From an optimization exercise on the open Yosys and OpenROAD flow, aimed at small area; shortcuts taken in it are not production practice. The RTL was checked by simulation tests, not by an equivalence proof against the original design. Power is estimated from default activity; no workload was simulated.

==> v24 <==
// fsm_with_fifo
module fsm_with_fifo(
  input       clk100_i,
  input       rstn_i,
  input       btn_i,
  output      full_o,
  output  [7:0]    transmit_lane_o
);
==> module button_sync, before the edit <==
module button_sync (
  input   clk100_i,
  input   btn_i,
  output  btn_was_pressed
);
reg  [2:0] btn_start_sync;
always @( posedge clk100_i )
begin
  btn_start_sync[0] <= ~btn_i;
  btn_start_sync[1] <= btn_start_sync[0];
  btn_start_sync[2] <= btn_start_sync[1];
end
assign btn_was_pressed = ~btn_start_sync[2] & btn_start_sync[1];
endmodule
==> module fifo, before the edit <==
module fifo (
  input        clk100_i,
  input        rstn_i,
  input  [7:0] data_i,
  input        we_i,
  input        re_i,
  output reg [7:0] data_o,
  output       full_o,
  output       empty_o
);
localparam fifo_size =  4;  
integer i;
reg [7:0] mem [0 : fifo_size**2 - 1];
reg [fifo_size - 1 : 0] read_address;
reg [fifo_size - 1 : 0] write_address;
reg                     full_reg;
wire do_write = we_i && ~full_reg;
wire do_read  = re_i && ~empty_o;
assign empty_o = (write_address == 0) && ~full_reg;
assign full_o  = full_reg;
always @( posedge clk100_i or negedge rstn_i ) begin
  if ( !rstn_i ) begin
    read_address <= 0;
    write_address <= 0;
    full_reg <= 0;
    for (i = 0; i < fifo_size**2; i = i + 1)
      mem[i] <= 0;
  end
  else begin
    if ( do_read ) begin
      data_o <= mem[0];
      for (i = 1; i < fifo_size**2; i = i + 1)
        mem[i-1] <= mem[i];
    end
    if ( do_write ) begin
      if ( do_read )
        mem[write_address - 1] <= data_i;
      else
        mem[write_address] <= data_i;
    end
    if ( do_write && ~do_read ) begin
      write_address <= write_address + 1;
      if (write_address == fifo_size**2 - 1)
        full_reg <= 1'b1;
    end
    else if ( do_read && ~do_write ) begin
      write_address <= write_address - 1;
      full_reg <= 1'b0;
    end
  end
end
endmodule
==> module transmitter, before the edit <==
module transmitter (
  input               clk100_i,
  input               rstn_i,
  input               start_i,
  input       [7:0]   data_i,
  output              busy,
  output reg  [7:0]   tx
);
reg [3:0] counter;
reg device_running;
assign busy = device_running;
always @( posedge clk100_i or negedge rstn_i ) begin
  if ( ~rstn_i ) begin
    tx                <= 0;
    counter           <= 0;
    device_running    <= 0;
  end
  else begin
    if ( start_i == 1'b1 && ~device_running ) begin
      counter        <= 1'b1;
      device_running <= 1'b1;
    end
    else if ( device_running && counter == 4'b1111 ) begin
      tx                <= data_i;
      counter           <= 0;
      device_running    <= 0;
    end
    else if ( device_running ) begin
      counter <= counter + 1;
    end
  end
end
endmodule
==> module fsm_with_fifo, before the edit <==
module fsm_with_fifo(
  input       clk100_i,
  input       rstn_i,
  input       btn_i,
  output      full_o,
  output  [7:0]    transmit_lane_o
);
localparam idle = 2'b00;
localparam load = 2'b01;
localparam transmit = 2'b10;
localparam w8_trans_to_compl =  2'b11;
reg  [1:0] state;
reg  [7:0] counter;
wire       btn_was_pressed;
wire [7:0] data_from_fifo_to_transmitter;
wire       fifo_is_empty;
wire       fifo_re;
wire       transmitter_is_busy;
wire       start_transaction;
always @(posedge clk100_i or negedge rstn_i) begin
  if ( !rstn_i ) begin
    state <= 2'b00;
  end
  else begin    
  case (state)
    idle:
      if (fifo_is_empty | transmitter_is_busy)
        state <= idle;
      else 
        state <= load;
    load: state <= transmit;
    transmit: state <= idle;
  endcase
  end
end
assign fifo_re = (state == load);
assign start_transaction = (state == transmit);
always @(posedge clk100_i or negedge rstn_i) begin
  if ( !rstn_i ) begin
    counter <= 8'b0;
  end
  else if ( btn_was_pressed ) begin
    if (counter == 8'b1111_1111) counter <= 0;
    else counter <= counter + 1;
  end
end
button_sync bs1(
  .clk100_i        ( clk100_i               ),
  .btn_i           ( btn_i           ),
  .btn_was_pressed ( btn_was_pressed  )
);
fifo fifo_input_buffer(
  .clk100_i  (clk100_i),
  .rstn_i    (rstn_i),
  .we_i      (btn_was_pressed),
  .re_i      (fifo_re),
  .data_i    (counter),
  .data_o    (data_from_fifo_to_transmitter),
  .empty_o   (fifo_is_empty),
  .full_o    (full_o)
);
 transmitter my_transmitter(
  .clk100_i  (clk100_i),
  .rstn_i    (rstn_i),
  .start_i     (start_transaction),
  .busy      (transmitter_is_busy),
  .data_i      (data_from_fifo_to_transmitter),
  .tx        (transmit_lane_o)
 );
endmodule
==> flow/config.mk <==
export PLATFORM = sky130hd
export DESIGN_NAME = fsm_with_fifo
export DESIGN_NICKNAME = fsm_with_fifo
export VERILOG_FILES = /design/flow/design.v
export SDC_FILE = /design/flow/constraint.sdc
export NUM_CORES = 4
export LEC_CHECK = 0
export CAP_MARGIN = 20
export CORE_MARGIN = 2
export CORE_UTILIZATION = 40
export SLEW_MARGIN = 20
==> flow/constraint.sdc <==
create_clock -name core_clock -period 5.0 [get_ports {clk100_i}]
set_input_delay 1.0000 -clock core_clock [delete_from_list [all_inputs] [get_ports {clk100_i}]]
set_output_delay 1.0000 -clock core_clock [all_outputs]
set_load 0.01 [all_outputs]
run.sh (not shown) runs the stock make flow with config.mk's settings and CLKGATE_MAP_FILE= SYNTH_SCRIPT=/design/flow/synth_recipe.tcl, a recipe that flattens the netlist after the stock synthesis.
==> inputs of v10, as changes to v24 <==
==> flow/design.v (replaced) <==
module fsm_with_fifo(
  input        clk100_i,
  input        rstn_i,
  input        btn_i,
  output       full_o,
  output [7:0] transmit_lane_o
);
reg  [2:0] sync;
always @(posedge clk100_i) begin
  sync[0] <= ~btn_i;
  sync[1] <= sync[0];
  sync[2] <= sync[1];
end
wire press = sync[1] & ~sync[2];
reg  [4:0] n;
wire empty = ~n[4] & ~n[2] & ~n[0];
wire full  =  n[4] & ~n[3] &  n[2];
assign full_o = full;
wire n_up = ~n[4] | (n[2] & ~n[1]);    
wire n_dn = ~n[0] | (n[4] & ~n[1]);    
wire [16:1] occ;
assign occ[1]  = ~n[3] & ~n[1] &  n[0];
assign occ[2]  = ~n[4] & ~n[2] &  n[1];
assign occ[3]  = ~n[3] &  n[2] &  n[0];
assign occ[4]  = ~n[4] &  n[3] &  n[1];
assign occ[5]  =  n[4] &  n[2] &  n[0];
assign occ[6]  =  n[3] &  n[1] & ~n[0];
assign occ[7]  =  n[3] & ~n[1] & ~n[0];
assign occ[8]  =  n[4] & ~n[2] & ~n[1];
assign occ[9]  = ~n[2] & ~n[0];
assign occ[10] = ~n[3] &  n[2] & ~n[1];
assign occ[11] = ~n[4] &  n[3] & ~n[2];
assign occ[12] =  n[4] & ~n[3] &  n[0];
assign occ[13] = ~n[4] &  n[1] & ~n[0];
assign occ[14] =  n[2] & ~n[1] &  n[0];
assign occ[15] =  n[3] & ~n[2] &  n[1];
assign occ[16] =  n[4] & ~n[3] &  n[2];
reg  [4:0] ph;
wire idle = ~|ph;
wire rd   = ~ph[4] & ~ph[1] &  ph[0];
wire fin  =  ph[4] & ~ph[3] & ~ph[0];
wire ph_in = (~ph[4] & ph[0]) | (ph[4] & ph[3] & ~ph[1]) | (idle & ~empty);
wire wr  = press & ~full;
reg  [3:0] cnt;
reg  [3:0] mem [0:15];
integer i;
always @(posedge clk100_i) begin
  if (wr) begin
    mem[0] <= cnt;
    for (i = 1; i < 16; i = i + 1)
      mem[i] <= mem[i-1];
  end
end
reg  [3:0] head;
always @* begin
  head = 4'd0;
  for (i = 0; i < 16; i = i + 1)
    head = head | ({4{occ[i+1]}} & mem[i]);
end
reg  [3:0] dout;
always @(posedge clk100_i)
  if (rd) dout <= head;
reg  [7:0] tx;
assign transmit_lane_o = tx;
always @(posedge clk100_i or negedge rstn_i) begin
  if (!rstn_i) begin
    n   <= 5'd0;
    ph  <= 5'd0;
    cnt <= 4'd0;
    tx  <= 8'd0;
  end
  else begin
    if (wr & ~rd)
      n <= {n[3:0], n_up};
    else if (rd & ~wr)
      n <= {n_dn, n[4:1]};
    if (press)
      cnt <= cnt + 4'd1;
    ph <= {ph[3:0], ph_in};
    if (fin) begin
      tx[3:0] <= dout;
      if (dout < tx[3:0])
        tx[7:4] <= tx[7:4] + 4'd1;
    end
  end
end
endmodule
==> results by group <==
Outcome
  • Outcome: no timing/DRC/antenna violations

Final layout
  • Multi-input combinational area share: between 30 and 40%
  • Final Cell Area: 8460 µm²
  • Area of the multi-input gates: roughly 3200 µm²
  • Number of non-clock buffers: 13
  • Seq Cell Count: approximately 170

Power and ir drop
  • Leak: 3.51 nW

Global route
  • Largest net degree at the start of global routing: 68

Route
  • Via/cell ratio: 5.99
  • Final wirelength: about 19,000 µm

STA
  • Hold slack: 0.329 ns
  • F_max: approximately 270 MHz

Setup path
  • Crit path depth: 9
  • Most used cell, CP: ha_1

Floorplanning
  • Tap cells: 234

Clock tree
  • CTS Sinks: approximately 170

Placement
  • Final Wtd Congestion: around 0.91
the above is filed under v24

==> results by group <==
Placement
  • Final Wtd Congestion: just under 0.8
  • Placed cells: between 300 and 400

Global route
  • Largest net degree at the start of global routing: 65

Route
  • Via/cell ratio: between 5 and 6
  • Routed length on met1: about 3100 µm
  • Final wirelength: between 6000 and 7000 µm

Outcome
  • Outcome: no timing/DRC/antenna violations

Final layout
  • Area of the multi-input gates: between 900 and 1000 µm²
  • Final Cell Area: 4080 µm²
  • Seq Cell Count: just over 90

Worst hold path
  • HP Class: reg2reg

Clock tree
  • Max Root-Sink Buffers: 2
  • CTS Sinks: 93

Floorplanning
  • Tap cells: about 110

Power and ir drop
  • Leak: between 1 and 1.5 nW

Setup path
  • Crit path depth: 3
the above is filed under v10

-- re-timing with driven ports --
The results above use ideal ports. As a check the final layouts listed here were re-extracted and re-timed, cells and wires unchanged.
Step 1, drivers: a clkbuf_16 drives clk100_i and a buf_2 each remaining input, both assumed.
Step 2 also shifts input and output timing later by t, the mid clock arrival at the registers, as if the neighbouring blocks saw the same clock.
a / b / c = no drivers / after step 1 / after step 2; a / b = the first two.
run	t (ns)	setup WS [ns]	worst register clock-pin slew, ns	worst data-port slew with drivers (ns)	pins driven straight from the clock port
v24	0.466	1.319 / 1.319 / 1.319	0.07 / 0.07	0.04	1
v10	0.379	1.542 / 1.512 / 1.891	0.09 / 0.09	0.03	1
After both steps every run listed still meets setup and hold.
